Background: an optimization exercise with open tools, aiming at small area. Do not read the settings as production practice. At most, simulation tests tie the RTL to the original design; equivalence was not proved. The RTL of runs 1 and 3 was laid out without a check of its function. Power and IR drop assume default switching activity.

`flow/design.v`:
```
`timescale 1ns / 1ps
module conv2D_int16(
    input wire  M_AXIS_ACLK,
    input wire  M_AXIS_ARESETN,
    input wire  S_AXIS_ACLK,
    input wire  S_AXIS_ARESETN,
    output wire  M_AXIS_TVALID,
    output wire [15:0] M_AXIS_TDATA,
    output wire [1:0] M_AXIS_TKEEP,
    output wire  M_AXIS_TLAST,
    input wire  M_AXIS_TREADY,
    output wire  S_AXIS_TREADY,
    input wire [15:0] S_AXIS_TDATA,
    input wire [1:0] S_AXIS_TKEEP,
    input wire  S_AXIS_TLAST,
    input wire  S_AXIS_TVALID
    );
    localparam IDLE = 3'b000, FILTER = 3'b001, DRAIN = 3'b010, STREAM = 3'b011,
               FILL0 = 3'b100, FILL3 = 3'b111;
    reg [2:0] state;
    reg [1:0] row;       
    wire RX = M_AXIS_TREADY && S_AXIS_TVALID;
    wire s_load   = state[2:1] == 2'b00;                 
    wire s_idle   = state == IDLE;
    wire s_fill   = state[2];
    wire s_stream = state == STREAM;
    wire s_drain  = state == DRAIN;
    wire ph0 = row == 2'd0;
    wire ph1 = row == 2'd1;
    wire ph2 = row == 2'd2;
    wire take = (s_fill || s_stream) && RX;          
    wire pad  = s_drain && !ph2;                     
    wire adv  = take || pad;                         
    assign S_AXIS_TREADY = M_AXIS_TREADY;
    assign M_AXIS_TKEEP  = 2'b11;
    assign M_AXIS_TLAST  = s_drain;
    assign M_AXIS_TVALID = ph2 && (s_drain || (s_stream && S_AXIS_TVALID));
    reg [15:0] f [0:8];
    integer i;
    always @(posedge S_AXIS_ACLK) begin
        if (s_load && RX) begin
            f[0] <= S_AXIS_TDATA;
            for (i = 1; i < 9; i = i + 1) f[i] <= f[i-1];
        end
    end
    wire [15:0] cA = ({16{ph0}} & f[2]) | ({16{ph1}} & f[5]) | ({16{ph2}} & f[8]);  
    wire [15:0] cB = ({16{ph0}} & f[1]) | ({16{ph1}} & f[4]) | ({16{ph2}} & f[7]);  
    wire [15:0] cC = ({16{ph0}} & f[0]) | ({16{ph1}} & f[3]) | ({16{ph2}} & f[6]);  
    wire [15:0] x = S_AXIS_TDATA & {16{take}};
    wire [16:0] xe = {x, 1'b0};
    wire [7:0] one, two, neg;
    genvar k;
    generate for (k = 0; k < 8; k = k + 1) begin : enc
        assign one[k] = xe[2*k] ^ xe[2*k+1];
        assign two[k] = (xe[2*k+2] & ~xe[2*k+1] & ~xe[2*k]) | (~xe[2*k+2] & xe[2*k+1] & xe[2*k]);
        assign neg[k] = xe[2*k+2];
    end endgenerate
    reg [15:0] O, P0, P1, P2;
    wire [15:0] sA, sB, sC;
    mac16 mA (.one(one), .two(two), .neg(neg), .c(cA), .acc(P0), .y(sA));
    mac16 mB (.one(one), .two(two), .neg(neg), .c(cB), .acc(P1), .y(sB));
    mac16 mC (.one(one), .two(two), .neg(neg), .c(cC), .acc(P2), .y(sC));
    wire shift = adv && ph0;
    always @(posedge S_AXIS_ACLK) begin
        if (shift) O <= sA;
        P0 <= shift ? sB : sA;
        P1 <= shift ? sC : sB;
        P2 <= shift ? 16'd0 : sC;
    end
    assign M_AXIS_TDATA = O;
    always @(posedge S_AXIS_ACLK) begin
        if (!S_AXIS_ARESETN) begin
            state <= IDLE;
            row   <= 2'd0;
        end else begin
            if (adv) row <= {row[0], !row[1] && !row[0]};   
            if (s_fill) begin
                if (RX && ph2) state <= {1'b1, state[1] ^ state[0], !state[0]};   
                if (RX && ph0 && state == FILL3) state <= STREAM;
            end else begin
                case (state)
                    IDLE: begin
                        if (RX) state <= FILTER;
                        else row <= 2'd0;
                    end
                    FILTER: if (RX && S_AXIS_TLAST) state <= FILL0;
                    STREAM: if (RX && S_AXIS_TLAST) state <= DRAIN;
                    DRAIN: if (ph2 && M_AXIS_TREADY) state <= IDLE;
                    default: state <= IDLE;
                endcase
            end
        end
    end
endmodule
module mac16(input wire [7:0] one, input wire [7:0] two, input wire [7:0] neg, input wire [15:0] c, input wire [15:0] acc, output wire [15:0] y);
wire p1;
wire p2;
wire p3;
wire p4;
wire p5;
wire p6;
wire p7;
wire p8;
wire p9;
wire p10;
wire p11;
wire p12;
wire p13;
wire p14;
wire p15;
wire p16;
wire p17;
wire p18;
wire p19;
wire p20;
wire p21;
wire p22;
wire p23;
wire p24;
wire p25;
wire p26;
wire p27;
wire p28;
wire p29;
wire p30;
wire p31;
wire p32;
wire p33;
wire p34;
wire p35;
wire p36;
wire p37;
wire p38;
wire p39;
wire p40;
wire p41;
wire p42;
wire p43;
wire p44;
wire p45;
wire p46;
wire p47;
wire p48;
wire p49;
wire p50;
wire p51;
wire p52;
wire p53;
wire p54;
wire p55;
wire p56;
wire p57;
wire p58;
wire p59;
wire p60;
wire p61;
wire p62;
wire p63;
wire p64;
wire p65;
wire p66;
wire p67;
wire p68;
wire p69;
wire p70;
wire p71;
wire p72;
wire s73;
wire k74;
wire s75;
wire k76;
wire s77;
wire k78;
wire s79;
wire k80;
wire s81;
wire k82;
wire s83;
wire k84;
wire s85;
wire k86;
wire s87;
wire k88;
wire s89;
wire k90;
wire s91;
wire k92;
wire s93;
wire k94;
wire s95;
wire k96;
wire s97;
wire k98;
wire s99;
wire k100;
wire s101;
wire k102;
wire s103;
wire k104;
wire s105;
wire k106;
wire s107;
wire k108;
wire s109;
wire k110;
wire s111;
wire k112;
wire s113;
wire k114;
wire s115;
wire k116;
wire s117;
wire k118;
wire s119;
wire k120;
wire s121;
wire k122;
wire s123;
wire k124;
wire s125;
wire k126;
wire s127;
wire k128;
wire s129;
wire k130;
wire s131;
wire k132;
wire s133;
wire k134;
wire s135;
wire k136;
wire s137;
wire k138;
wire s139;
wire k140;
wire s141;
wire k142;
wire s143;
wire k144;
wire s145;
wire k146;
wire s147;
wire k148;
wire s149;
wire k150;
wire s151;
wire k152;
wire s153;
wire k154;
wire s155;
wire k156;
wire s157;
wire k158;
wire s159;
wire k160;
wire s161;
wire k162;
wire s163;
wire k164;
wire s165;
wire k166;
wire s167;
wire k168;
wire s169;
wire k170;
wire s171;
wire k172;
wire s173;
wire k174;
wire s175;
wire k176;
wire s177;
wire k178;
wire s179;
wire k180;
wire s181;
wire k182;
wire s183;
wire k184;
wire s185;
wire k186;
wire s187;
wire k188;
wire s189;
wire k190;
wire s191;
wire k192;
wire s193;
wire k194;
wire s195;
wire k196;
wire s197;
wire k198;
wire s199;
wire k200;
wire s201;
wire s202;
wire s203;
wire s204;
wire s205;
wire s206;
wire s207;
wire s208;
assign p1 = (c[0] & one[0]) ^ neg[0];
assign p2 = ((c[1] & one[0]) | (c[0] & two[0])) ^ neg[0];
assign p3 = ((c[2] & one[0]) | (c[1] & two[0])) ^ neg[0];
assign p4 = ((c[3] & one[0]) | (c[2] & two[0])) ^ neg[0];
assign p5 = ((c[4] & one[0]) | (c[3] & two[0])) ^ neg[0];
assign p6 = ((c[5] & one[0]) | (c[4] & two[0])) ^ neg[0];
assign p7 = ((c[6] & one[0]) | (c[5] & two[0])) ^ neg[0];
assign p8 = ((c[7] & one[0]) | (c[6] & two[0])) ^ neg[0];
assign p9 = ((c[8] & one[0]) | (c[7] & two[0])) ^ neg[0];
assign p10 = ((c[9] & one[0]) | (c[8] & two[0])) ^ neg[0];
assign p11 = ((c[10] & one[0]) | (c[9] & two[0])) ^ neg[0];
assign p12 = ((c[11] & one[0]) | (c[10] & two[0])) ^ neg[0];
assign p13 = ((c[12] & one[0]) | (c[11] & two[0])) ^ neg[0];
assign p14 = ((c[13] & one[0]) | (c[12] & two[0])) ^ neg[0];
assign p15 = ((c[14] & one[0]) | (c[13] & two[0])) ^ neg[0];
assign p16 = ((c[15] & one[0]) | (c[14] & two[0])) ^ neg[0];
assign p17 = (c[0] & one[1]) ^ neg[1];
assign p18 = ((c[1] & one[1]) | (c[0] & two[1])) ^ neg[1];
assign p19 = ((c[2] & one[1]) | (c[1] & two[1])) ^ neg[1];
assign p20 = ((c[3] & one[1]) | (c[2] & two[1])) ^ neg[1];
assign p21 = ((c[4] & one[1]) | (c[3] & two[1])) ^ neg[1];
assign p22 = ((c[5] & one[1]) | (c[4] & two[1])) ^ neg[1];
assign p23 = ((c[6] & one[1]) | (c[5] & two[1])) ^ neg[1];
assign p24 = ((c[7] & one[1]) | (c[6] & two[1])) ^ neg[1];
assign p25 = ((c[8] & one[1]) | (c[7] & two[1])) ^ neg[1];
assign p26 = ((c[9] & one[1]) | (c[8] & two[1])) ^ neg[1];
assign p27 = ((c[10] & one[1]) | (c[9] & two[1])) ^ neg[1];
assign p28 = ((c[11] & one[1]) | (c[10] & two[1])) ^ neg[1];
assign p29 = ((c[12] & one[1]) | (c[11] & two[1])) ^ neg[1];
assign p30 = ((c[13] & one[1]) | (c[12] & two[1])) ^ neg[1];
assign p31 = (c[0] & one[2]) ^ neg[2];
assign p32 = ((c[1] & one[2]) | (c[0] & two[2])) ^ neg[2];
assign p33 = ((c[2] & one[2]) | (c[1] & two[2])) ^ neg[2];
assign p34 = ((c[3] & one[2]) | (c[2] & two[2])) ^ neg[2];
assign p35 = ((c[4] & one[2]) | (c[3] & two[2])) ^ neg[2];
assign p36 = ((c[5] & one[2]) | (c[4] & two[2])) ^ neg[2];
assign p37 = ((c[6] & one[2]) | (c[5] & two[2])) ^ neg[2];
assign p38 = ((c[7] & one[2]) | (c[6] & two[2])) ^ neg[2];
assign p39 = ((c[8] & one[2]) | (c[7] & two[2])) ^ neg[2];
assign p40 = ((c[9] & one[2]) | (c[8] & two[2])) ^ neg[2];
assign p41 = ((c[10] & one[2]) | (c[9] & two[2])) ^ neg[2];
assign p42 = ((c[11] & one[2]) | (c[10] & two[2])) ^ neg[2];
assign p43 = (c[0] & one[3]) ^ neg[3];
assign p44 = ((c[1] & one[3]) | (c[0] & two[3])) ^ neg[3];
assign p45 = ((c[2] & one[3]) | (c[1] & two[3])) ^ neg[3];
assign p46 = ((c[3] & one[3]) | (c[2] & two[3])) ^ neg[3];
assign p47 = ((c[4] & one[3]) | (c[3] & two[3])) ^ neg[3];
assign p48 = ((c[5] & one[3]) | (c[4] & two[3])) ^ neg[3];
assign p49 = ((c[6] & one[3]) | (c[5] & two[3])) ^ neg[3];
assign p50 = ((c[7] & one[3]) | (c[6] & two[3])) ^ neg[3];
assign p51 = ((c[8] & one[3]) | (c[7] & two[3])) ^ neg[3];
assign p52 = ((c[9] & one[3]) | (c[8] & two[3])) ^ neg[3];
assign p53 = (c[0] & one[4]) ^ neg[4];
assign p54 = ((c[1] & one[4]) | (c[0] & two[4])) ^ neg[4];
assign p55 = ((c[2] & one[4]) | (c[1] & two[4])) ^ neg[4];
assign p56 = ((c[3] & one[4]) | (c[2] & two[4])) ^ neg[4];
assign p57 = ((c[4] & one[4]) | (c[3] & two[4])) ^ neg[4];
assign p58 = ((c[5] & one[4]) | (c[4] & two[4])) ^ neg[4];
assign p59 = ((c[6] & one[4]) | (c[5] & two[4])) ^ neg[4];
assign p60 = ((c[7] & one[4]) | (c[6] & two[4])) ^ neg[4];
assign p61 = (c[0] & one[5]) ^ neg[5];
assign p62 = ((c[1] & one[5]) | (c[0] & two[5])) ^ neg[5];
assign p63 = ((c[2] & one[5]) | (c[1] & two[5])) ^ neg[5];
assign p64 = ((c[3] & one[5]) | (c[2] & two[5])) ^ neg[5];
assign p65 = ((c[4] & one[5]) | (c[3] & two[5])) ^ neg[5];
assign p66 = ((c[5] & one[5]) | (c[4] & two[5])) ^ neg[5];
assign p67 = (c[0] & one[6]) ^ neg[6];
assign p68 = ((c[1] & one[6]) | (c[0] & two[6])) ^ neg[6];
assign p69 = ((c[2] & one[6]) | (c[1] & two[6])) ^ neg[6];
assign p70 = ((c[3] & one[6]) | (c[2] & two[6])) ^ neg[6];
assign p71 = (c[0] & one[7]) ^ neg[7];
assign p72 = ((c[1] & one[7]) | (c[0] & two[7])) ^ neg[7];
fa_cell us73 (.a(acc[0]), .b(neg[0]), .c(p1), .s(s73), .co(k74));
fa_cell us75 (.a(acc[1]), .b(p2), .c(k74), .s(s75), .co(k76));
fa_cell us77 (.a(acc[2]), .b(neg[1]), .c(p3), .s(s77), .co(k78));
fa_cell us79 (.a(p17), .b(s77), .c(k76), .s(s79), .co(k80));
fa_cell us81 (.a(acc[3]), .b(p4), .c(p18), .s(s81), .co(k82));
fa_cell us83 (.a(k78), .b(s81), .c(k80), .s(s83), .co(k84));
fa_cell us85 (.a(acc[4]), .b(neg[2]), .c(p5), .s(s85), .co(k86));
fa_cell us87 (.a(p19), .b(p31), .c(k82), .s(s87), .co(k88));
fa_cell us89 (.a(s85), .b(s87), .c(k84), .s(s89), .co(k90));
fa_cell us91 (.a(acc[5]), .b(p6), .c(p20), .s(s91), .co(k92));
fa_cell us93 (.a(p32), .b(k86), .c(s91), .s(s93), .co(k94));
fa_cell us95 (.a(k88), .b(s93), .c(k90), .s(s95), .co(k96));
fa_cell us97 (.a(acc[6]), .b(neg[3]), .c(p7), .s(s97), .co(k98));
fa_cell us99 (.a(p21), .b(p33), .c(p43), .s(s99), .co(k100));
fa_cell us101 (.a(k92), .b(s97), .c(s99), .s(s101), .co(k102));
fa_cell us103 (.a(k94), .b(s101), .c(k96), .s(s103), .co(k104));
fa_cell us105 (.a(acc[7]), .b(p8), .c(p22), .s(s105), .co(k106));
fa_cell us107 (.a(p34), .b(p44), .c(k98), .s(s107), .co(k108));
fa_cell us109 (.a(k100), .b(s105), .c(k102), .s(s109), .co(k110));
fa_cell us111 (.a(s107), .b(s109), .c(k104), .s(s111), .co(k112));
fa_cell us113 (.a(acc[8]), .b(neg[4]), .c(p9), .s(s113), .co(k114));
fa_cell us115 (.a(p23), .b(p35), .c(p45), .s(s115), .co(k116));
fa_cell us117 (.a(p53), .b(k106), .c(s113), .s(s117), .co(k118));
fa_cell us119 (.a(s115), .b(k108), .c(s117), .s(s119), .co(k120));
fa_cell us121 (.a(k110), .b(s119), .c(k112), .s(s121), .co(k122));
fa_cell us123 (.a(acc[9]), .b(p10), .c(p24), .s(s123), .co(k124));
fa_cell us125 (.a(p36), .b(p46), .c(p54), .s(s125), .co(k126));
fa_cell us127 (.a(k114), .b(k116), .c(s123), .s(s127), .co(k128));
fa_cell us129 (.a(s125), .b(k118), .c(s127), .s(s129), .co(k130));
fa_cell us131 (.a(k120), .b(s129), .c(k122), .s(s131), .co(k132));
fa_cell us133 (.a(acc[10]), .b(neg[5]), .c(p11), .s(s133), .co(k134));
fa_cell us135 (.a(p25), .b(p37), .c(p47), .s(s135), .co(k136));
fa_cell us137 (.a(p55), .b(p61), .c(k124), .s(s137), .co(k138));
fa_cell us139 (.a(k126), .b(s133), .c(s135), .s(s139), .co(k140));
fa_cell us141 (.a(k128), .b(s137), .c(s139), .s(s141), .co(k142));
fa_cell us143 (.a(k130), .b(s141), .c(k132), .s(s143), .co(k144));
fa_cell us145 (.a(acc[11]), .b(p12), .c(p26), .s(s145), .co(k146));
fa_cell us147 (.a(p38), .b(p48), .c(p56), .s(s147), .co(k148));
fa_cell us149 (.a(p62), .b(k134), .c(k136), .s(s149), .co(k150));
fa_cell us151 (.a(s145), .b(s147), .c(k138), .s(s151), .co(k152));
fa_cell us153 (.a(k140), .b(s149), .c(s151), .s(s153), .co(k154));
fa_cell us155 (.a(k142), .b(s153), .c(k144), .s(s155), .co(k156));
fa_cell us157 (.a(acc[12]), .b(neg[6]), .c(p13), .s(s157), .co(k158));
fa_cell us159 (.a(p27), .b(p39), .c(p49), .s(s159), .co(k160));
fa_cell us161 (.a(p57), .b(p63), .c(p67), .s(s161), .co(k162));
fa_cell us163 (.a(k146), .b(k148), .c(s157), .s(s163), .co(k164));
fa_cell us165 (.a(s159), .b(s161), .c(k150), .s(s165), .co(k166));
fa_cell us167 (.a(s163), .b(k152), .c(s165), .s(s167), .co(k168));
fa_cell us169 (.a(k154), .b(s167), .c(k156), .s(s169), .co(k170));
fa_cell us171 (.a(acc[13]), .b(p14), .c(p28), .s(s171), .co(k172));
fa_cell us173 (.a(p40), .b(p50), .c(p58), .s(s173), .co(k174));
fa_cell us175 (.a(p64), .b(p68), .c(k158), .s(s175), .co(k176));
fa_cell us177 (.a(k160), .b(k162), .c(s171), .s(s177), .co(k178));
fa_cell us179 (.a(s173), .b(k164), .c(s175), .s(s179), .co(k180));
fa_cell us181 (.a(s177), .b(k166), .c(s179), .s(s181), .co(k182));
fa_cell us183 (.a(k168), .b(s181), .c(k170), .s(s183), .co(k184));
fa_cell us185 (.a(acc[14]), .b(neg[7]), .c(p15), .s(s185), .co(k186));
fa_cell us187 (.a(p29), .b(p41), .c(p51), .s(s187), .co(k188));
fa_cell us189 (.a(p59), .b(p65), .c(p69), .s(s189), .co(k190));
fa_cell us191 (.a(p71), .b(k172), .c(k174), .s(s191), .co(k192));
fa_cell us193 (.a(s185), .b(s187), .c(s189), .s(s193), .co(k194));
fa_cell us195 (.a(k176), .b(k178), .c(s191), .s(s195), .co(k196));
fa_cell us197 (.a(s193), .b(k180), .c(s195), .s(s197), .co(k198));
fa_cell us199 (.a(k182), .b(s197), .c(k184), .s(s199), .co(k200));
assign s201 = acc[15] ^ p16 ^ p30;
assign s202 = p42 ^ p52 ^ p60;
assign s203 = p66 ^ p70 ^ p72;
assign s204 = k186 ^ k188 ^ k190;
assign s205 = s201 ^ s202 ^ s203;
assign s206 = k192 ^ k194 ^ s204;
assign s207 = s205 ^ k196 ^ s206;
assign s208 = k198 ^ s207 ^ k200;
assign y = {s208, s199, s183, s169, s155, s143, s131, s121, s111, s103, s95, s89, s83, s79, s75, s73};
endmodule
module fa_cell(input wire a, input wire b, input wire c, output wire s, output wire co);
assign s = a ^ b ^ c;
assign co = (a & b) | (a & c) | (b & c);
endmodule
module ha_cell(input wire a, input wire b, output wire s, output wire co);
assign s = a ^ b;
assign co = a & b;
endmodule
```
`flow/flow/run.sh`:
```
#!/bin/bash
set -euo pipefail
here=$(pwd)
bash standard.sh \
  "POST_FLOORPLAN_TCL=$here/flow/downsize.tcl" \
  "GPL_KEEP_OVERFLOW=0.25" \
  "BUFFER_PORTS_ARGS=-buffer_cell sky130_fd_sc_hd__buf_1" \
  "CTS_ARGS=-sink_clustering_enable -repair_clock_nets -sink_clustering_size 8 -sink_clustering_max_diameter 40 -buf_list sky130_fd_sc_hd__clkbuf_4 -dont_use_dummy_load" \
  finish > standard.log 2>&1
```
`flow/flow/downsize.tcl`:
```
# POST_FLOORPLAN hook: every logic cell that synthesis mapped to a larger
# drive strength is set back to the smallest cell of its family (same
# function and pins). The placement and routing steps that follow upsize or
# buffer again wherever slew, capacitance or timing need it.
set downsize_map {
  sky130_fd_sc_hd__a2111o_2 sky130_fd_sc_hd__a2111o_1
  sky130_fd_sc_hd__a2111o_4 sky130_fd_sc_hd__a2111o_1
  sky130_fd_sc_hd__a2111oi_1 sky130_fd_sc_hd__a2111oi_0
  sky130_fd_sc_hd__a2111oi_2 sky130_fd_sc_hd__a2111oi_0
  sky130_fd_sc_hd__a2111oi_4 sky130_fd_sc_hd__a2111oi_0
  sky130_fd_sc_hd__a211o_2 sky130_fd_sc_hd__a211o_1
  sky130_fd_sc_hd__a211o_4 sky130_fd_sc_hd__a211o_1
  sky130_fd_sc_hd__a211oi_2 sky130_fd_sc_hd__a211oi_1
  sky130_fd_sc_hd__a211oi_4 sky130_fd_sc_hd__a211oi_1
  sky130_fd_sc_hd__a21bo_4 sky130_fd_sc_hd__a21bo_1
  sky130_fd_sc_hd__a21boi_2 sky130_fd_sc_hd__a21boi_0
  sky130_fd_sc_hd__a21boi_4 sky130_fd_sc_hd__a21boi_0
  sky130_fd_sc_hd__a21o_2 sky130_fd_sc_hd__a21o_1
  sky130_fd_sc_hd__a21o_4 sky130_fd_sc_hd__a21o_1
  sky130_fd_sc_hd__a21oi_2 sky130_fd_sc_hd__a21oi_1
  sky130_fd_sc_hd__a21oi_4 sky130_fd_sc_hd__a21oi_1
  sky130_fd_sc_hd__a221o_2 sky130_fd_sc_hd__a221o_1
  sky130_fd_sc_hd__a221o_4 sky130_fd_sc_hd__a221o_1
  sky130_fd_sc_hd__a221oi_2 sky130_fd_sc_hd__a221oi_1
  sky130_fd_sc_hd__a221oi_4 sky130_fd_sc_hd__a221oi_1
  sky130_fd_sc_hd__a22o_2 sky130_fd_sc_hd__a22o_1
  sky130_fd_sc_hd__a22o_4 sky130_fd_sc_hd__a22o_1
  sky130_fd_sc_hd__a22oi_2 sky130_fd_sc_hd__a22oi_1
  sky130_fd_sc_hd__a22oi_4 sky130_fd_sc_hd__a22oi_1
  sky130_fd_sc_hd__a2bb2o_2 sky130_fd_sc_hd__a2bb2o_1
  sky130_fd_sc_hd__a2bb2o_4 sky130_fd_sc_hd__a2bb2o_1
  sky130_fd_sc_hd__a2bb2oi_2 sky130_fd_sc_hd__a2bb2oi_1
  sky130_fd_sc_hd__a2bb2oi_4 sky130_fd_sc_hd__a2bb2oi_1
  sky130_fd_sc_hd__a311o_2 sky130_fd_sc_hd__a311o_1
  sky130_fd_sc_hd__a311o_4 sky130_fd_sc_hd__a311o_1
  sky130_fd_sc_hd__a311oi_2 sky130_fd_sc_hd__a311oi_1
  sky130_fd_sc_hd__a311oi_4 sky130_fd_sc_hd__a311oi_1
  sky130_fd_sc_hd__a31o_4 sky130_fd_sc_hd__a31o_1
  sky130_fd_sc_hd__a31oi_2 sky130_fd_sc_hd__a31oi_1
  sky130_fd_sc_hd__a31oi_4 sky130_fd_sc_hd__a31oi_1
  sky130_fd_sc_hd__a32o_2 sky130_fd_sc_hd__a32o_1
  sky130_fd_sc_hd__a32o_4 sky130_fd_sc_hd__a32o_1
  sky130_fd_sc_hd__a32oi_2 sky130_fd_sc_hd__a32oi_1
  sky130_fd_sc_hd__a32oi_4 sky130_fd_sc_hd__a32oi_1
  sky130_fd_sc_hd__a41o_2 sky130_fd_sc_hd__a41o_1
  sky130_fd_sc_hd__a41o_4 sky130_fd_sc_hd__a41o_1
  sky130_fd_sc_hd__a41oi_2 sky130_fd_sc_hd__a41oi_1
  sky130_fd_sc_hd__a41oi_4 sky130_fd_sc_hd__a41oi_1
  sky130_fd_sc_hd__and2_2 sky130_fd_sc_hd__and2_0
  sky130_fd_sc_hd__and2_4 sky130_fd_sc_hd__and2_0
  sky130_fd_sc_hd__and2b_2 sky130_fd_sc_hd__and2b_1
  sky130_fd_sc_hd__and2b_4 sky130_fd_sc_hd__and2b_1
  sky130_fd_sc_hd__and3_2 sky130_fd_sc_hd__and3_1
  sky130_fd_sc_hd__and3_4 sky130_fd_sc_hd__and3_1
  sky130_fd_sc_hd__and3b_2 sky130_fd_sc_hd__and3b_1
  sky130_fd_sc_hd__and3b_4 sky130_fd_sc_hd__and3b_1
  sky130_fd_sc_hd__and4_2 sky130_fd_sc_hd__and4_1
  sky130_fd_sc_hd__and4_4 sky130_fd_sc_hd__and4_1
  sky130_fd_sc_hd__and4b_2 sky130_fd_sc_hd__and4b_1
  sky130_fd_sc_hd__and4b_4 sky130_fd_sc_hd__and4b_1
  sky130_fd_sc_hd__and4bb_4 sky130_fd_sc_hd__and4bb_1
  sky130_fd_sc_hd__dfbbn_2 sky130_fd_sc_hd__dfbbn_1
  sky130_fd_sc_hd__dfrbp_2 sky130_fd_sc_hd__dfrbp_1
  sky130_fd_sc_hd__dfrtp_2 sky130_fd_sc_hd__dfrtp_1
  sky130_fd_sc_hd__dfrtp_4 sky130_fd_sc_hd__dfrtp_1
  sky130_fd_sc_hd__dfsbp_2 sky130_fd_sc_hd__dfsbp_1
  sky130_fd_sc_hd__dfstp_4 sky130_fd_sc_hd__dfstp_1
  sky130_fd_sc_hd__dfxbp_2 sky130_fd_sc_hd__dfxbp_1
  sky130_fd_sc_hd__dfxtp_2 sky130_fd_sc_hd__dfxtp_1
  sky130_fd_sc_hd__dfxtp_4 sky130_fd_sc_hd__dfxtp_1
  sky130_fd_sc_hd__dlrbn_2 sky130_fd_sc_hd__dlrbn_1
  sky130_fd_sc_hd__dlrbp_2 sky130_fd_sc_hd__dlrbp_1
  sky130_fd_sc_hd__dlrtn_4 sky130_fd_sc_hd__dlrtn_1
  sky130_fd_sc_hd__dlrtp_2 sky130_fd_sc_hd__dlrtp_1
  sky130_fd_sc_hd__dlrtp_4 sky130_fd_sc_hd__dlrtp_1
  sky130_fd_sc_hd__dlxbn_2 sky130_fd_sc_hd__dlxbn_1
  sky130_fd_sc_hd__dlxtn_2 sky130_fd_sc_hd__dlxtn_1
  sky130_fd_sc_hd__dlxtn_4 sky130_fd_sc_hd__dlxtn_1
  sky130_fd_sc_hd__fa_2 sky130_fd_sc_hd__fa_1
  sky130_fd_sc_hd__fa_4 sky130_fd_sc_hd__fa_1
  sky130_fd_sc_hd__ha_2 sky130_fd_sc_hd__ha_1
  sky130_fd_sc_hd__ha_4 sky130_fd_sc_hd__ha_1
  sky130_fd_sc_hd__maj3_2 sky130_fd_sc_hd__maj3_1
  sky130_fd_sc_hd__maj3_4 sky130_fd_sc_hd__maj3_1
  sky130_fd_sc_hd__mux2_4 sky130_fd_sc_hd__mux2_1
  sky130_fd_sc_hd__mux2_8 sky130_fd_sc_hd__mux2_1
  sky130_fd_sc_hd__mux2i_2 sky130_fd_sc_hd__mux2i_1
  sky130_fd_sc_hd__mux2i_4 sky130_fd_sc_hd__mux2i_1
  sky130_fd_sc_hd__mux4_1 sky130_fd_sc_hd__mux4_2
  sky130_fd_sc_hd__mux4_4 sky130_fd_sc_hd__mux4_2
  sky130_fd_sc_hd__nand2_2 sky130_fd_sc_hd__nand2_1
  sky130_fd_sc_hd__nand2_4 sky130_fd_sc_hd__nand2_1
  sky130_fd_sc_hd__nand2_8 sky130_fd_sc_hd__nand2_1
  sky130_fd_sc_hd__nand2b_2 sky130_fd_sc_hd__nand2b_1
  sky130_fd_sc_hd__nand2b_4 sky130_fd_sc_hd__nand2b_1
  sky130_fd_sc_hd__nand3_2 sky130_fd_sc_hd__nand3_1
  sky130_fd_sc_hd__nand3_4 sky130_fd_sc_hd__nand3_1
  sky130_fd_sc_hd__nand3b_2 sky130_fd_sc_hd__nand3b_1
  sky130_fd_sc_hd__nand3b_4 sky130_fd_sc_hd__nand3b_1
  sky130_fd_sc_hd__nand4_2 sky130_fd_sc_hd__nand4_1
  sky130_fd_sc_hd__nand4_4 sky130_fd_sc_hd__nand4_1
  sky130_fd_sc_hd__nand4b_2 sky130_fd_sc_hd__nand4b_1
  sky130_fd_sc_hd__nand4b_4 sky130_fd_sc_hd__nand4b_1
  sky130_fd_sc_hd__nand4bb_2 sky130_fd_sc_hd__nand4bb_1
  sky130_fd_sc_hd__nand4bb_4 sky130_fd_sc_hd__nand4bb_1
  sky130_fd_sc_hd__nor2_2 sky130_fd_sc_hd__nor2_1
  sky130_fd_sc_hd__nor2_4 sky130_fd_sc_hd__nor2_1
  sky130_fd_sc_hd__nor2_8 sky130_fd_sc_hd__nor2_1
  sky130_fd_sc_hd__nor2b_2 sky130_fd_sc_hd__nor2b_1
  sky130_fd_sc_hd__nor2b_4 sky130_fd_sc_hd__nor2b_1
  sky130_fd_sc_hd__nor3_2 sky130_fd_sc_hd__nor3_1
  sky130_fd_sc_hd__nor3_4 sky130_fd_sc_hd__nor3_1
  sky130_fd_sc_hd__nor3b_2 sky130_fd_sc_hd__nor3b_1
  sky130_fd_sc_hd__nor3b_4 sky130_fd_sc_hd__nor3b_1
  sky130_fd_sc_hd__nor4_2 sky130_fd_sc_hd__nor4_1
  sky130_fd_sc_hd__nor4_4 sky130_fd_sc_hd__nor4_1
  sky130_fd_sc_hd__nor4b_2 sky130_fd_sc_hd__nor4b_1
  sky130_fd_sc_hd__nor4b_4 sky130_fd_sc_hd__nor4b_1
  sky130_fd_sc_hd__nor4bb_2 sky130_fd_sc_hd__nor4bb_1
  sky130_fd_sc_hd__nor4bb_4 sky130_fd_sc_hd__nor4bb_1
  sky130_fd_sc_hd__o2111a_2 sky130_fd_sc_hd__o2111a_1
  sky130_fd_sc_hd__o2111a_4 sky130_fd_sc_hd__o2111a_1
  sky130_fd_sc_hd__o2111ai_2 sky130_fd_sc_hd__o2111ai_1
  sky130_fd_sc_hd__o2111ai_4 sky130_fd_sc_hd__o2111ai_1
  sky130_fd_sc_hd__o211a_4 sky130_fd_sc_hd__o211a_1
  sky130_fd_sc_hd__o211ai_2 sky130_fd_sc_hd__o211ai_1
  sky130_fd_sc_hd__o211ai_4 sky130_fd_sc_hd__o211ai_1
  sky130_fd_sc_hd__o21a_2 sky130_fd_sc_hd__o21a_1
  sky130_fd_sc_hd__o21a_4 sky130_fd_sc_hd__o21a_1
  sky130_fd_sc_hd__o21ai_2 sky130_fd_sc_hd__o21ai_0
  sky130_fd_sc_hd__o21ai_4 sky130_fd_sc_hd__o21ai_0
  sky130_fd_sc_hd__o21ba_4 sky130_fd_sc_hd__o21ba_1
  sky130_fd_sc_hd__o21bai_2 sky130_fd_sc_hd__o21bai_1
  sky130_fd_sc_hd__o21bai_4 sky130_fd_sc_hd__o21bai_1
  sky130_fd_sc_hd__o221a_4 sky130_fd_sc_hd__o221a_1
  sky130_fd_sc_hd__o221ai_2 sky130_fd_sc_hd__o221ai_1
  sky130_fd_sc_hd__o221ai_4 sky130_fd_sc_hd__o221ai_1
  sky130_fd_sc_hd__o22a_2 sky130_fd_sc_hd__o22a_1
  sky130_fd_sc_hd__o22a_4 sky130_fd_sc_hd__o22a_1
  sky130_fd_sc_hd__o22ai_2 sky130_fd_sc_hd__o22ai_1
  sky130_fd_sc_hd__o22ai_4 sky130_fd_sc_hd__o22ai_1
  sky130_fd_sc_hd__o2bb2a_2 sky130_fd_sc_hd__o2bb2a_1
  sky130_fd_sc_hd__o2bb2a_4 sky130_fd_sc_hd__o2bb2a_1
  sky130_fd_sc_hd__o2bb2ai_2 sky130_fd_sc_hd__o2bb2ai_1
  sky130_fd_sc_hd__o2bb2ai_4 sky130_fd_sc_hd__o2bb2ai_1
  sky130_fd_sc_hd__o311a_2 sky130_fd_sc_hd__o311a_1
  sky130_fd_sc_hd__o311a_4 sky130_fd_sc_hd__o311a_1
  sky130_fd_sc_hd__o311ai_2 sky130_fd_sc_hd__o311ai_0
  sky130_fd_sc_hd__o311ai_4 sky130_fd_sc_hd__o311ai_0
  sky130_fd_sc_hd__o31a_2 sky130_fd_sc_hd__o31a_1
  sky130_fd_sc_hd__o31a_4 sky130_fd_sc_hd__o31a_1
  sky130_fd_sc_hd__o31ai_2 sky130_fd_sc_hd__o31ai_1
  sky130_fd_sc_hd__o31ai_4 sky130_fd_sc_hd__o31ai_1
  sky130_fd_sc_hd__o32a_2 sky130_fd_sc_hd__o32a_1
  sky130_fd_sc_hd__o32a_4 sky130_fd_sc_hd__o32a_1
  sky130_fd_sc_hd__o32ai_2 sky130_fd_sc_hd__o32ai_1
  sky130_fd_sc_hd__o32ai_4 sky130_fd_sc_hd__o32ai_1
  sky130_fd_sc_hd__o41a_2 sky130_fd_sc_hd__o41a_1
  sky130_fd_sc_hd__o41a_4 sky130_fd_sc_hd__o41a_1
  sky130_fd_sc_hd__o41ai_2 sky130_fd_sc_hd__o41ai_1
  sky130_fd_sc_hd__o41ai_4 sky130_fd_sc_hd__o41ai_1
  sky130_fd_sc_hd__or2_4 sky130_fd_sc_hd__or2_0
  sky130_fd_sc_hd__or2b_2 sky130_fd_sc_hd__or2b_1
  sky130_fd_sc_hd__or2b_4 sky130_fd_sc_hd__or2b_1
  sky130_fd_sc_hd__or3_2 sky130_fd_sc_hd__or3_1
  sky130_fd_sc_hd__or3_4 sky130_fd_sc_hd__or3_1
  sky130_fd_sc_hd__or3b_4 sky130_fd_sc_hd__or3b_1
  sky130_fd_sc_hd__or4_2 sky130_fd_sc_hd__or4_1
  sky130_fd_sc_hd__or4_4 sky130_fd_sc_hd__or4_1
  sky130_fd_sc_hd__or4b_4 sky130_fd_sc_hd__or4b_1
  sky130_fd_sc_hd__or4bb_2 sky130_fd_sc_hd__or4bb_1
  sky130_fd_sc_hd__or4bb_4 sky130_fd_sc_hd__or4bb_1
  sky130_fd_sc_hd__sdfbbn_2 sky130_fd_sc_hd__sdfbbn_1
  sky130_fd_sc_hd__sdfrbp_2 sky130_fd_sc_hd__sdfrbp_1
  sky130_fd_sc_hd__sdfrtp_2 sky130_fd_sc_hd__sdfrtp_1
  sky130_fd_sc_hd__sdfrtp_4 sky130_fd_sc_hd__sdfrtp_1
  sky130_fd_sc_hd__sdfsbp_2 sky130_fd_sc_hd__sdfsbp_1
  sky130_fd_sc_hd__sdfstp_2 sky130_fd_sc_hd__sdfstp_1
  sky130_fd_sc_hd__sdfstp_4 sky130_fd_sc_hd__sdfstp_1
  sky130_fd_sc_hd__sdfxbp_2 sky130_fd_sc_hd__sdfxbp_1
  sky130_fd_sc_hd__sdfxtp_2 sky130_fd_sc_hd__sdfxtp_1
  sky130_fd_sc_hd__sdfxtp_4 sky130_fd_sc_hd__sdfxtp_1
  sky130_fd_sc_hd__sedfxbp_2 sky130_fd_sc_hd__sedfxbp_1
  sky130_fd_sc_hd__sedfxtp_2 sky130_fd_sc_hd__sedfxtp_1
  sky130_fd_sc_hd__sedfxtp_4 sky130_fd_sc_hd__sedfxtp_1
  sky130_fd_sc_hd__xnor2_2 sky130_fd_sc_hd__xnor2_1
  sky130_fd_sc_hd__xnor2_4 sky130_fd_sc_hd__xnor2_1
  sky130_fd_sc_hd__xnor3_2 sky130_fd_sc_hd__xnor3_1
  sky130_fd_sc_hd__xnor3_4 sky130_fd_sc_hd__xnor3_1
  sky130_fd_sc_hd__xor2_2 sky130_fd_sc_hd__xor2_1
  sky130_fd_sc_hd__xor2_4 sky130_fd_sc_hd__xor2_1
  sky130_fd_sc_hd__xor3_2 sky130_fd_sc_hd__xor3_1
  sky130_fd_sc_hd__xor3_4 sky130_fd_sc_hd__xor3_1
}
set n_down 0
foreach inst [get_cells *] {
  set master [get_property $inst ref_name]
  if { [dict exists $downsize_map $master] } {
    set target [dict get $downsize_map $master]
    replace_cell $inst [get_lib_cells */$target]
    incr n_down
  }
}
puts "downsize: replaced $n_down cells"
```
`flow/standard.sh`:
```
#!/bin/bash
# synth_recipe.tcl (not shown) runs the flow's synth.tcl, then flattens the netlist and writes it again
# the make line also repeats each setting of config.mk as NAME=value (left out here)
make -C /OpenROAD-flow-scripts/flow DESIGN_CONFIG=/design/flow/config.mk WORK_HOME=/design/flow/orfs CLKGATE_MAP_FILE= SYNTH_SCRIPT=/design/flow/synth_recipe.tcl "${@:-finish}"
```
`flow/config.mk`:
```
export PLATFORM = sky130hd
export DESIGN_NAME = conv2D_int16
export DESIGN_NICKNAME = conv2D_int16
export VERILOG_FILES = /design/flow/design.v
export SDC_FILE = /design/flow/constraint.sdc
export NUM_CORES = 4
export LEC_CHECK = 0
export CAP_MARGIN = 20
export CORE_MARGIN = 2
export CORE_UTILIZATION = 45
export CTS_BUF_LIST = sky130_fd_sc_hd__clkbuf_8
export CTS_CLUSTER_DIAMETER = 60
export CTS_CLUSTER_SIZE = 14
export GPL_TIMING_DRIVEN = 1
export PLACE_DENSITY = 0.6
export SLEW_MARGIN = 20
export SYNTH_HIERARCHICAL = 1
export SYNTH_MINIMUM_KEEP_SIZE = 0
```
`flow/constraint.sdc`:
```
create_clock -name core_clock -period 16.0 [get_ports {S_AXIS_ACLK}]
set_input_delay 3.2000 -clock core_clock [delete_from_list [all_inputs] [get_ports {S_AXIS_ACLK}]]
set_output_delay 3.2000 -clock core_clock [all_outputs]
set_load 0.01 [all_outputs]
```
==> metrics.md, run 1 <==
| Metric | Value |
|---|---|
| Outcome | `finished clean` |
| Post-Route Setup TNS | `0 ns` |
| Post-synth EDFFs | `160` |
| H-tree depth | `2` |
| Post-cts sizing count | `0` |
| CP required | `16.52 ns` |
| Total CTS buffers | `40` |
| Final Power | `1980 µW` |
| Area Overhead vs Synth | `4.015%` |
| Setup crit start kind | `input port` |
| Residual DRC | `0` |
| Worst-Skew Late Latency | `0.68 ns` |
| Hold depth | `0` |
| Worst-path clk slew | `approximately 0.08 ns` |
| Commonest cells post-synth | `256 x xnor2_1, 193 x a22oi_1, 192 x fa_1` |
| Post-DR wirelength/cell | `23.76 µm` |
| Die footprint | `~38000 µm²` |
| CTS Buffer Depth | `3` |
| Clock sink count | `213` |
| Post-synthesis adder-cell area fraction | `23.66%` |
| # port buffers | `39` |
| Mux cell area share after synthesis | `5.109%` |
| Worst-margin pin slew | `1.141 ns` |
| Compound-gate portion of the synthesized area | `11.18%` |
| Initial DRC Count | `888` |
| Ys Warns | `8` |
| Fillcell total | `3273` |
| Synth cell types | `43` |
| Final cell utilization of the core | `47.09%` |
| First-pass GRT wire length | `a little under 70 mm` |
| CP dominant cell by count | `fa_1` |
| Power per cell area | `115.7 nW/µm²` |
| RSZ-0062 raised after global routing | `no` |
| Root Buffer | `clkbuf_4` |
| Top-count cell post-synth | `xnor2_1` |
| Endpoints failing setup | `0` |
| Total GRT Usage | `a little under a quarter` |
| Core Area | `36350 µm²` |
| Max stage delay cell, worst path | `and2_4` |
| Nets | `1540` |
| Vias in the first global route | `roughly 12k` |
| CP peak stage delay | `between 0.5 and 0.6 ns` |
| Top FF cell, synth | `edfxtp_1` |
| CP arrival | `approximately 13 ns` |
| Initial antenna violation count | `3` |
| Post-synth ARST share | `0%` |
| Gpl congestion | `0.8519` |
| Num rows | `70` |
| Area leader, netlist | `edfxtp_1` |
| WHS | `0.4228 ns` |
| Cts hold-fix bufs | `0` |
| Leak Pwr | `0.006001 µW` |
| Post-DRT Antenna Nets | `0` |
| Synthesis-stage register bit count | `213` |
| Final Max Slew Viols | `0` |
| Avg Cell Area, Syn | `12.25 µm²` |
| Fmax achieved | `81.32 MHz` |
| Final worst-path cycle share | `76.86%` |
| Yosys top cell area share | `29.20%` |
| CP Class | `in -> reg` |
| FF+latch area | `5871 µm²` |
| Sequential share of the synthesized area | `35.64%` |
| Vias/cell | `5.880` |
| Synth top area cells | `edfxtp_1 29%, fa_1 23%, xnor2_1 14%, a22oi_1 8.8%, dfxtp_1 6.4%` |
| Final hold violation count | `0` |
| Share of layout cells above drive strength 1 | `11.62%` |
| Largest net degree at the start of global routing | `81` |
| CTS tree | `done` |
| Via total after detailed routing | `10.50k` |
| Mapped cell area | `around 16000 µm²` |
| Post-synthesis xor/xnor area fraction | `14.51%` |
| CP Capture Type | `register` |
| Mapped Cells | `1343` |
| Routed WL | `42.43 mm` |
| Initial Utilization | `45.27%` |
| Area of the multi-input gates | `9772 µm²` |
| DRT Pass-1 Iters | `6` |
| Die W | `about 200 µm` |
| I/O pins | `46` |
| Peak VDD IR | `0.06821 mV` |
| Critical Path Fanout Max | `33` |
| HP Class | `reg -> reg` |
| Detail Placement HPWL | `around 28 mm` |
| Slew margin rel. | `23.44%` |
| Global route overflow | `0` |
| Clk_skew | `slightly above 0.07 ns` |
| Setup Buffers After CTS | `0` |
| Min Tclk post-route | `12.30 ns` |
| Die height | `195.2 µm` |
| Largest family of logic cells by synthesized area | `adder cells` |
| Simple-gate share of the synthesized area | `about 4.2%` |
| Max_cap viols | `0` |
| FF-to-FF path depth | `27` |
-- path summary, 6_finish.rpt --
| kind | start | endpoint | slack (ns) |
|---|---|---|---|
| hold reg to reg | f[4][13]$_DFFE_PP_ | f[5][13]$_DFFE_PP_ | 0.42 |
| hold / removal | f[4][13]$_DFFE_PP_ | f[5][13]$_DFFE_PP_ | 0.42 |
| setup / recovery | M_AXIS_TREADY | P0[15]$_DFF_P_ | 3.70 |
| setup reg to reg | state[0]$_SDFFE_PN0P_ | P0[15]$_DFF_P_ | 5.87 |
-- through the flow --
step / setup slack (ns) / instances / cell area (µm²)
CTS: 3.791 / 1785 / 17110
global route: 3.281 / 1786 / 17120
global placement: 3.253 / 1745 / 16810
floorplan: 2.178 / 1344 / 16460
finish: 3.703 / 1786 / 17120
detailed placement: 3.126 / 1745 / 16810
-- report_power, final --
part | switching, µW | internal (µW)
Sequential | 64.6 | 746
Combinational | 499 | 368
Clock | 188 | 114
-- metal layers --
metal	vias to the layer above	GRT usage, %	wire length (µm)
li1	4574	-	-
met1	5346	30.02	17250
met2	468	38.56	20500
met3	113	4.370	3015
met4	0	9.528	1666
met5	-	0	0
-- per-module statistics from Yosys (local to each module, per instance) --
module | cell area, µm² | flops+latches | times used
mac16 | 1536 | 0 | 3
fa_cell | 20.02 | 0 | 192
conv2D_int16 | 8003 | 213 | 1
-- critical path: cells and delay by family --
kind	cells	cell delay, ns
AOI/OAI and AO/OA	1	0.19
xor gates and xnor gates	6	1.47
adders and majority gates	13	5.17
buffers and inverters	2	0.71
muxes	1	0.34
and+or+nand+nor	4	1.71
-- flip-flops by register name (all words and copies together) (netlist names) --
register,flops
P1,16
state,3
f,144
row,2
P0,16
O,16
P2,16
-- kinds of logic after synthesis --
logic type,count (synthesis)
xor+xnor,268
compound gates,263
flops,213
fa+ha+maj,196
buf+inv,167
simple gates,155
mux,80
other cells,1
-- final cells by class --
type / instances / share of cell area [%]
antenna: 1 / 0.01462
multi-input combinational: 964 / 57.09
inverter: 5 / 0.1096
sequential: 213 / 34.30
timing repair buffer: 95 / 3.311
tap: 468 / 3.421
clock buffer: 40 / 1.754
-- cells in the final DEF, fill, tap and decap left out, types with 5 or more instances in the layout --
cell and n:
xnor2_1 256, a22oi_1 193, fa_1 192, edfxtp_1 160, nand2_1 81, buf_4 56
dfxtp_1 51, mux2i_1 48, clkbuf_4 40, buf_1 39, o21ai_0 29, mux2_2 26
nor2_1 24, and2_1 20, o21ai_1 13, a21oi_1 10, xor2_1 9, o21ai_2 8
mux2_1 6, nor2_4 6, inv_1 5
==> run 2, diff against run 1 <==
--- a/flow/design.v
+++ b/flow/design.v
@@ -25,9 +25,9 @@
     wire s_fill   = state[2];
     wire s_stream = state == STREAM;
     wire s_drain  = state == DRAIN;
-    wire ph0 = row == 2'd0;
-    wire ph1 = row == 2'd1;
-    wire ph2 = row == 2'd2;
+    wire ph1 = row[0];
+    wire ph2 = row[1];
+    wire ph0 = !(row[0] || row[1]);
     wire take = (s_fill || s_stream) && RX;          
     wire pad  = s_drain && !ph2;                     
     wire adv  = take || pad;                         
@@ -73,7 +73,7 @@
             state <= IDLE;
             row   <= 2'd0;
         end else begin
-            if (adv) row <= {row[0], !row[1] && !row[0]};   
+            if (adv) row <= {ph1, ph0};   
             if (s_fill) begin
                 if (RX && ph2) state <= {1'b1, state[1] ^ state[0], !state[0]};   
                 if (RX && ph0 && state == FILL3) state <= STREAM;
==> flow/flow/run.sh (replaced) <==
#!/bin/bash
set -euo pipefail
here=$(pwd)
bash standard.sh \
  "POST_FLOORPLAN_TCL=$here/flow/downsize.tcl" \
  "BUFFER_PORTS_ARGS=-buffer_cell sky130_fd_sc_hd__buf_1" \
  "CTS_ARGS=-sink_clustering_enable -repair_clock_nets -sink_clustering_size 8 -sink_clustering_max_diameter 40 -buf_list sky130_fd_sc_hd__clkbuf_4 -dont_use_dummy_load" \
  finish > standard.log 2>&1
==> run 2 against run 1 <==
  * Core utilization shrank 0.21 points
  * Routed wire length decreased by 1.8%
  * Clock skew rose by 0.056 ns
  * Flip-flop and latch count stayed put
  * Clock power increased by 7.3%
  * Hold slack worse by 0.028 ns
  * Synthesized cell count shrank 0.15%
  * Setup slack got worse by 0.26 ns
  * Area after synthesis is 0.25% lower
  * Sequential power up 0.9%
  * Critical path type unchanged
==> metrics.md, run 2 <==
| Metric | Value |
|---|---|
| Worst-Skew Late Latency | `0.77 ns (+0.09 ns)` |
| Met1 Usage GRT | `31.49% (+1.5 points)` |
| CP peak stage delay | `0.68 ns (+0.13 ns)` |
| Vias in the first global route | `11.06k (-4.8%)` |
| Critical Path Fanout Max | `29 (-12%)` |
| CP Capture Type | `register` |
| Final worst-path cycle share | `78.48% (+1.6 points)` |
| Crit path buf inv count | `1 (-1)` |
| Synthesis-stage register bit count | `213 (unchanged)` |
| Max stage delay cell, worst path | `nor2b_4` |
| Post-DRT Antenna Nets | `0 (unchanged)` |
| Outcome | `finished clean` |
| CTS Buffer Depth | `3 (unchanged)` |
| FF-to-FF path depth | `27 (unchanged)` |
| Clk_skew | `0.1282 ns (+0.05641 ns)` |
| Gpl congestion | `0.8420 (-1.2%)` |
| Post-route non-filler standard cell count | `1768 (-1.0%)` |
| Final hold violation count | `0 (unchanged)` |
| Most common cell after layout, fill and taps aside | `xnor2_1` |
| Initial Utilization | `45.93% (+0.65 points)` |
| Share of layout cells above drive strength 1 | `8.129% (-3.5 points)` |
| Fillcell total | `3295 (+0.67%)` |
| Leak Pwr | `0.006177 µW (+2.9%)` |
| Post-cts sizing count | `0 (unchanged)` |
| Die W | `195.0 µm (-0.12%)` |
| Root Buffer | `clkbuf_4` |
| CP Class | `in -> reg` |
| Avg Cell Area, Syn | `12.24 µm² (-0.10%)` |
| Post-DR wirelength/cell | `23.56 µm (-0.82%)` |
| Power per cell area | `118.7 nW/µm² (+2.6%)` |
| Mapped Cells | `1341 (-0.15%)` |
| Core Area | `35740 µm² (-1.7%)` |
| Endpoints failing setup | `0 (unchanged)` |
| CP required | `16.56 ns (+0.04 ns)` |
| Met3 Use GR | `4.957% (+0.59 points)` |
| FF+latch area | `5868 µm² (about the same)` |
| Residual DRC | `0 (unchanged)` |
| Die height | `195.0 µm (-0.12%)` |
| Peak VDD IR | `0.06252 mV (-8.3%)` |
| CTS tree | `done` |
| Mapped cell area | `16410 µm² (-0.25%)` |
| Synth cell types | `41 (-4.7%)` |
| Total CTS buffers | `44 (+10%)` |
| Nets | `1527 (-0.84%)` |
| Initial DRC Count | `803 (-9.6%)` |
| Routed WL | `41.66 mm (-1.8%)` |
| Commonest cells post-synth | `256 x xnor2_1, 241 x a22oi_1, 192 x fa_1` |
| Ys Warns | `8 (unchanged)` |
| Setup slack, reg-to-reg | `5.53 ns (-0.34 ns)` |
| Post-Route Setup TNS | `0 ns (unchanged)` |
| Sequential share of the synthesized area | `35.73% (+0.090 points)` |
| Cts hold-fix bufs | `0 (unchanged)` |
| Area leader, netlist | `edfxtp_1` |
| Largest net degree at the start of global routing | `80 (-1.2%)` |
| CP arrival | `13.12 ns (+0.30 ns)` |
| Worst-path clk slew | `0.08 ns (about the same)` |
| Hold Crit Start | `f[7][5]$_DFFE_PP_` |
| Num rows | `69 (-1.4%)` |
| GRT busiest layer | `met2` |
| First-pass GRT wire length | `65.52 mm (-3.3%)` |
| Initial antenna violation count | `2 (-1)` |
| Top-count cell post-synth | `xnor2_1` |
| Placed Instances | `1721 (-1.4%)` |
| # port buffers | `39 (unchanged)` |
| Total GRT Usage | `22.59% (-0.62 points)` |
| GR Util met2 | `35.09% (-3.5 points)` |
| Min Tclk post-route | `12.56 ns (+0.2601 ns)` |
| Worst-margin pin slew | `1.189 ns (+0.04837 ns)` |
| Yosys top cell area share | `29.27% (+0.073 points)` |
| Worst Hold Path EP | `f[8][5]$_DFFE_PP_` |
| H-tree depth | `2 (unchanged)` |
| Synth top area cells | `edfxtp_1 29%, fa_1 23%, xnor2_1 14%, a22oi_1 11%, dfxtp_1 6.5%` |
| Crit path depth | `27 (unchanged)` |
| Detail Placement HPWL | `27.29 mm (-0.81%)` |
| Reg2Reg Launch Point | `state[1]$_SDFFE_PN0P_` |
| RSZ-0062 raised after global routing | `no` |
| Most frequent cells in the layout | `256 x xnor2_1, 241 x a22oi_1, 192 x fa_1` |
| Reg-to-reg endpoint | `P0[15]$_DFF_P_` |
| Area Overhead vs Synth | `2.088%` |
| Post-synth ARST share | `0% (unchanged)` |
| Clock sink count | `213 (unchanged)` |
| Slew margin rel. | `20.43% (-3.0 points)` |
| Global route overflow | `0 (unchanged)` |
| CP dominant cell by count | `fa_1` |
| Max reg flops | `144 (unchanged)` |
| Die footprint | `38020 µm² (-0.25%)` |
| Hold depth | `0 (unchanged)` |
| DRT Pass-1 Iters | `6 (unchanged)` |
| Top delay family on crit path | `adder cells` |
| Fmax achieved | `79.64 MHz (-2.1%)` |
| Final Max Slew Viols | `0 (unchanged)` |
| I/O pins | `46 (unchanged)` |
| Via total after detailed routing | `10.38k (-1.2%)` |
| HP Class | `reg -> reg` |
| Biggest register | `f` |
| Area of the multi-input gates | `9498 µm² (-2.8%)` |
| Max_cap viols | `0 (unchanged)` |
| Setup Buffers After CTS | `0 (unchanged)` |
| Top FF cell, synth | `edfxtp_1` |
| Post-synth EDFFs | `160 (unchanged)` |
| Setup crit start kind | `input port` |
| Vias/cell | `5.870 (-0.16%)` |
[run 2: cells by family (layout without fill, tap and decap cells)]
kind of cell	count (synthesis)	in the layout	share of synthesized area (%)
fa+ha+maj	196	196	23.72
other cells	1	5	0.02285
flops	213	213	35.73
buf+inv	168	130	5.785
mux	34	34	3.049
xor+xnor	268	268	14.55
simple gates	199	199	5.252
compound gates	262	262	11.88
[run 2: how the worst max path moves through the flow]
stage | start | endpoint
2_1_floorplan | M_AXIS_TREADY | f[0][0]$_DFFE_PP_
3_3_place_gp | M_AXIS_TREADY | P1[15]$_DFF_P_
3_5_place_dp | M_AXIS_TREADY | P1[15]$_DFF_P_
4_1_cts | M_AXIS_TREADY | P0[15]$_DFF_P_
5_1_grt | M_AXIS_TREADY | P0[15]$_DFF_P_
6_report | M_AXIS_TREADY | P0[15]$_DFF_P_
[run 2: area by class of cell]
class	count	share of cell area, %
Timing Repair Buffer	80	2.710
Tap cell	461	3.442
Multi-Input combinational cell	961	56.68
Antenna cell	3	0.04480
Inverter	6	0.1344
Clock buffer	44	1.971
Sequential cell	213	35.02
[run 2: modules after synthesis, one instance, submodules excluded]
module,flip-flops and latches,cells inside,area (µm²),times used
conv2D_int16,213,537,7961,1
fa_cell,0,1,20.02,192
mac16,0,204,1536,3
[run 2: routing by layer]
layer | part of all wire (%) | up-vias
met5 | 0 | -
met4 | 2.7 | 0
met2 | 46 | 463
li1 | - | 4529
met3 | 8.3 | 97
met1 | 43 | 5290
[run 2: report_power, final]
group / internal (µW) / total [µW] / switching, µW
sequential: 757 / 818 / 61.4
combinational: 327 / 846 / 519
clock: 125 / 324 / 199
total: 1210 / 1990 / 780
[run 2: through the flow]
| step | worst slack, ns | cell area, µm² | hold slack, ns | util [%] | total power, µW |
|---|---|---|---|---|---|
| 6_report | 3.443 | 16760 | 0.3953 | 46.88 | 1989 |
| 5_1_grt | 3.081 | 16760 | 0.3914 | 46.88 | 2140 |
| 4_1_cts | 3.596 | 16750 | 0.3949 | 46.86 | 2006 |
| 3_5_place_dp | 2.843 | 16420 | 0.4337 | 45.94 | 1675 |
| 3_3_place_gp | 2.854 | 16420 | 0.4280 | 45.94 | 1655 |
| 2_1_floorplan | 2.159 | 16420 | 0.4262 | - | 1646 |
==> run 3, diff against run 2 <==
--- a/flow/design.v
+++ b/flow/design.v
@@ -25,9 +25,9 @@
     wire s_fill   = state[2];
     wire s_stream = state == STREAM;
     wire s_drain  = state == DRAIN;
-    wire ph1 = row[0];
-    wire ph2 = row[1];
-    wire ph0 = !(row[0] || row[1]);
+    wire ph0 = row == 2'd0;
+    wire ph1 = row == 2'd1;
+    wire ph2 = row == 2'd2;
     wire take = (s_fill || s_stream) && RX;          
     wire pad  = s_drain && !ph2;                     
     wire adv  = take || pad;                         
@@ -73,7 +73,7 @@
             state <= IDLE;
             row   <= 2'd0;
         end else begin
-            if (adv) row <= {ph1, ph0};   
+            if (adv) row <= {row[0], !row[1] && !row[0]};   
             if (s_fill) begin
                 if (RX && ph2) state <= {1'b1, state[1] ^ state[0], !state[0]};   
                 if (RX && ph0 && state == FILL3) state <= STREAM;
==> flow/flow/run.sh (replaced) <==
#!/bin/bash
set -euo pipefail
here=$(pwd)
bash standard.sh \
  "POST_FLOORPLAN_TCL=$here/flow/downsize.tcl" \
  "BUFFER_PORTS_ARGS=-buffer_cell sky130_fd_sc_hd__buf_1" \
  "CTS_ARGS=-sink_clustering_enable -repair_clock_nets -sink_clustering_size 16 -sink_clustering_max_diameter 100 -buf_list sky130_fd_sc_hd__clkbuf_8 -dont_use_dummy_load" \
  finish > standard.log 2>&1
==> run 3 against run 2 <==
  * Still clean
  * Maximum frequency increased by 1.1%
  * Clock-buffer cell count is 26 lower
  * Area after synthesis up 0.25%
  * Register-to-register slack gained 0.26 ns
  * Setup slack improved by 0.14 ns
  * Hold slack better by 0.045 ns
  * Critical path type unchanged
  * Critical endpoint is now P1[15]$_DFF_P_
==> metrics.md, run 3 <==
| Metric | Value |
|---|---|
| Post-DRT Antenna Nets | `0 (unchanged)` |
| Largest net degree at the start of global routing | `82 (+2.5%)` |
| Reg-to-reg endpoint | `P1[15]$_DFF_P_` |
| Crit path to | `P1[15]$_DFF_P_` |
| Post-synthesis adder-cell area fraction | `23.66% (-0.060 points)` |
| CP peak stage delay | `0.51 ns (-0.17 ns)` |
| Most frequent cells in the layout | `256 x xnor2_1, 193 x a22oi_1, 192 x fa_1` |
| I/O pins | `46 (unchanged)` |
| CP arrival | `12.89 ns (-0.23 ns)` |
| Num rows | `70 (+1.4%)` |
| Post-synth EDFFs | `160 (unchanged)` |
| Post-cts sizing count | `0 (unchanged)` |
| Final Max Slew Viols | `0 (unchanged)` |
| Fillcell total | `3282 (-0.39%)` |
| Clock Power Share | `14.4% (-1.9 points)` |
| Commonest cells post-synth | `256 x xnor2_1, 193 x a22oi_1, 192 x fa_1` |
| Worst-Skew Late Latency | `0.57 ns (-0.20 ns)` |
| Global route overflow | `0 (unchanged)` |
| Die height | `195.2 µm (+0.12%)` |
| Crit path depth | `28 (+3.7%)` |
| Nets | `1525 (-0.13%)` |
| Crit path buf inv count | `2 (+1)` |
| CTS Buffer Depth | `3 (unchanged)` |
| Root Buffer | `clkbuf_8` |
| Area leader, netlist | `edfxtp_1` |
| Worst-margin pin slew | `1.085 ns (-0.1044 ns)` |
| Post-Route Setup TNS | `0 ns (unchanged)` |
| Final worst-path cycle share | `77.62% (-0.86 points)` |
| Fmax achieved | `80.52 MHz (+1.1%)` |
| Max_cap viols | `0 (unchanged)` |
| RSZ-0062 raised after global routing | `no` |
| Initial antenna violation count | `1 (-1)` |
| Worst-path clk slew | `0.11 ns (+0.03 ns)` |
| Residual DRC | `0 (unchanged)` |
| # port buffers | `39 (unchanged)` |
| Most common cell after layout, fill and taps aside | `xnor2_1` |
| H-tree depth | `1 (-1)` |
| Yosys top cell area share | `29.20% (-0.073 points)` |
| Die footprint | `38110 µm² (+0.25%)` |
| Outcome | `finished clean` |
| Top delay family on crit path | `adder cells` |
| Clk_skew | `0.06330 ns (-0.06487 ns)` |
| Gpl congestion | `0.8597 (+2.1%)` |
| Top-count cell post-synth | `xnor2_1` |
| Post-synth ARST share | `0% (unchanged)` |
| CP Class | `in -> reg` |
| Initial DRC Count | `880 (+9.6%)` |
| Initial Utilization | `45.27% (-0.65 points)` |
| Vias in the first global route | `11.34k (+2.5%)` |
| Vias/cell | `5.828 (-0.73%)` |
| DRT Pass-1 Iters | `5 (-1)` |
| Clock sink count | `213 (unchanged)` |
| Min Tclk post-route | `12.42 ns (-0.1379 ns)` |
| Post-synthesis xor/xnor area fraction | `14.51% (-0.037 points)` |
| Compound-gate portion of the synthesized area | `11.18% (-0.70 points)` |
| Final hold violation count | `0 (unchanged)` |
| N_diodes | `0 (-3)` |
| Ys Warns | `8 (unchanged)` |
| Mux cell area share after synthesis | `5.109% (+2.1 points)` |
| Post-DR wirelength/cell | `23.50 µm (-0.25%)` |
| Comb power frac | `44.6% (+2.0 points)` |
| Mapped Cells | `1343 (+0.15%)` |
| Top FF cell, synth | `edfxtp_1` |
| Sequential share of power | `41.1% (about the same)` |
| Critical Path Fanout Max | `34 (+17%)` |
| Routed WL | `41.60 mm (-0.14%)` |
| Biggest register | `f` |
| CP required | `16.47 ns (-0.09 ns)` |
| Slew margin rel. | `27.68% (+7.2 points)` |
| Synth top area cells | `edfxtp_1 29%, fa_1 23%, xnor2_1 14%, a22oi_1 8.8%, dfxtp_1 6.4%` |
| Switching share of power | `38.15% (-1.1 points)` |
| Pre-CTS setup slack | `2.969 ns (+0.1264 ns)` |
| Crit. Startpoint | `M_AXIS_TREADY` |
| Sequential share of the synthesized area | `35.64% (-0.090 points)` |
| Simple-gate share of the synthesized area | `4.205% (-1.0 points)` |
| Avg Cell Area, Syn | `12.25 µm² (+0.10%)` |
| Switching pwr | `753.0 µW (-3.4%)` |
| First-pass GRT wire length | `66.34 mm (+1.3%)` |
| CP dominant cell by count | `fa_1` |
| Cts hold-fix bufs | `0 (unchanged)` |
| Leak Pwr | `0.005964 µW (-3.5%)` |
| Setup slack, reg-to-reg | `5.79 ns (+0.26 ns)` |
| Total CTS buffers | `18 (-59%)` |
| Detail Placement HPWL | `27.95 mm (+2.4%)` |
| Mapped cell area | `16460 µm² (+0.25%)` |
| Internal power | `1221 µW (+1.0%)` |
| Final worst setup slack | `3.581 ns (+0.1379 ns)` |
| Peak VDD IR | `0.08370 mV (+34%)` |
| HP Class | `reg -> reg` |
| Share of layout cells above drive strength 1 | `9.754% (+1.6 points)` |
| Endpoints failing setup | `0 (unchanged)` |
| Max reg flops | `144 (unchanged)` |
| Largest family of logic cells by synthesized area | `adder cells` |
| Setup Buffers After CTS | `0 (unchanged)` |
| Area Overhead vs Synth | `3.558%` |
| Max stage delay cell, worst path | `nor2_1` |
| Synthesis-stage register bit count | `213 (unchanged)` |
| CP Capture Type | `register` |
| Synth cell types | `43 (+4.9%)` |
| FF-to-FF path depth | `28 (+3.7%)` |
| Total GRT Usage | `22.64% (+0.050 points)` |
| Setup crit start kind | `input port` |
| Power per cell area | `115.8 nW/µm² (-2.4%)` |
| Reg2Reg Launch Point | `state[0]$_SDFFE_PN0P_` |
| Core Area | `36350 µm² (+1.7%)` |
| CTS tree | `done` |
| Die W | `195.2 µm (+0.12%)` |
| Via total after detailed routing | `10.32k (-0.62%)` |
[run 3: metal layers]
metal  share of wire, %  global-route usage [%]
met5              0.075                       0
met4                3.3                   7.916
met3                6.7                   3.765
met2                 48                   36.88
met1                 42                   30.79
[run 3: cell type report]
type	instances	area, µm²	share of cell area, %
clock buffer	18	247.7	1.454
inverter	5	18.77	0.1101
multi-input combinational	964	9703	56.94
sequential	213	5867	34.43
tap	468	585.6	3.436
timing repair buffer	102	619.3	3.634
[run 3: worst min-delay path by stage]
| stage | to | from | slack, ns | cells past startpoint |
|---|---|---|---|---|
| 2_1_floorplan | f[1][0]$_DFFE_PP_ | f[0][0]$_DFFE_PP_ | 0.43 | 0 |
| 4_1_cts | f[2][11]$_DFFE_PP_ | f[1][11]$_DFFE_PP_ | 0.44 | 0 |
| 5_1_grt | f[1][0]$_DFFE_PP_ | f[0][0]$_DFFE_PP_ | 0.46 | 0 |
| 6_report | f[7][10]$_DFFE_PP_ | f[6][10]$_DFFE_PP_ | 0.44 | 0 |
| 3_3_place_gp | f[7][14]$_DFFE_PP_ | f[6][14]$_DFFE_PP_ | 0.43 | 0 |
| 3_5_place_dp | f[6][15]$_DFFE_PP_ | f[5][15]$_DFFE_PP_ | 0.43 | 0 |
[run 3: power by group through the flow]
stage / Sequential, µW / Combinational (µW) / Clock [µW]
after floorplan: 827 / 727 / 0
after global placement: 826 / 855 / 0
after detailed placement: 825 / 877 / 0
after CTS: 814 / 880 / 295
after global routing: 828 / 961 / 314
final: 811 / 879 / 283
[run 3: Yosys stat by module, one instance, submodules excluded]
module	cells	copies in the design	area, µm²	flops+latches
mac16	204	3	1536	0
fa_cell	1	192	20.02	0
conv2D_int16	539	1	8003	213
[run 3: metrics by stage]
stage | hold WS (ns) | power (µW) | instances | instance area (µm²) | util (%)
detailed placement | 0.4328 | 1702 | 1752 | 16790 | 46.20
global route | 0.4562 | 2103 | 1770 | 17040 | 46.88
finish | 0.4401 | 1974 | 1770 | 17040 | 46.88
global placement | 0.4268 | 1681 | 1752 | 16790 | 46.20
CTS | 0.4439 | 1990 | 1770 | 17040 | 46.88
floorplan | 0.4257 | 1554 | 1344 | 16460 | -
[run 3: cells by family (layout without fill, tap and decap cells)]
| kind of cell | count (synthesis) | after routing |
|---|---|---|
| compound gates | 263 | 263 |
| mux | 80 | 80 |
| other cells | 1 | 2 |
| flops | 213 | 213 |
| buf+inv | 167 | 125 |
| fa+ha+maj | 196 | 196 |
| simple gates | 155 | 155 |
| xor+xnor | 268 | 268 |
[run 3: worst reg2reg max path: cells and delay by family (launching register included)]
| kind | cells | cell delay (ns) |
|---|---|---|
| adder cells (fa/ha/maj) | 15 | 5.95 |
| AND/OR/NAND/NOR | 4 | 1.41 |
| XOR/XNOR | 6 | 1.35 |
| buffers and inverters | 1 | 0.48 |
| flip-flops | 1 | 0.43 |
| multiplexers | 1 | 0.31 |
| AO/OA/AOI/OAI | 1 | 0.20 |

-- re-timing with driven ports --
Ports are ideal in the flow. The routed layouts listed here were re-timed in OpenROAD. Step 1 assumes that a clkbuf_16 drives the clock port and a buf_2 every other input. Step 2, shift: input delay + t, output delay - t, t = (earliest + latest rising clock arrival at the registers) / 2. This alone moves slack from input paths to output paths. Three values: no drivers, after step 1, after step 2; two values: the first two.
run | t, ns | slack for setup (ns) | hold slack, ns | worst register clock-pin slew, ns
run 1 | 0.695 | 3.703 / 3.733 / 3.038 | 0.423 / 0.423 / 0.423 | 0.10 / 0.10
run 2 | 0.752 | 3.443 / 3.470 / 2.717 | 0.395 / 0.395 / 0.395 | 0.09 / 0.09
run 3 | 0.595 | 3.581 / 3.612 / 3.017 | 0.440 / 0.440 / 0.440 | 0.11 / 0.11
After both steps every run listed still meets setup and hold. The setup slack of run 2, which loses most, moves by +0.027 ns with the drivers and by -0.726 ns with both steps.
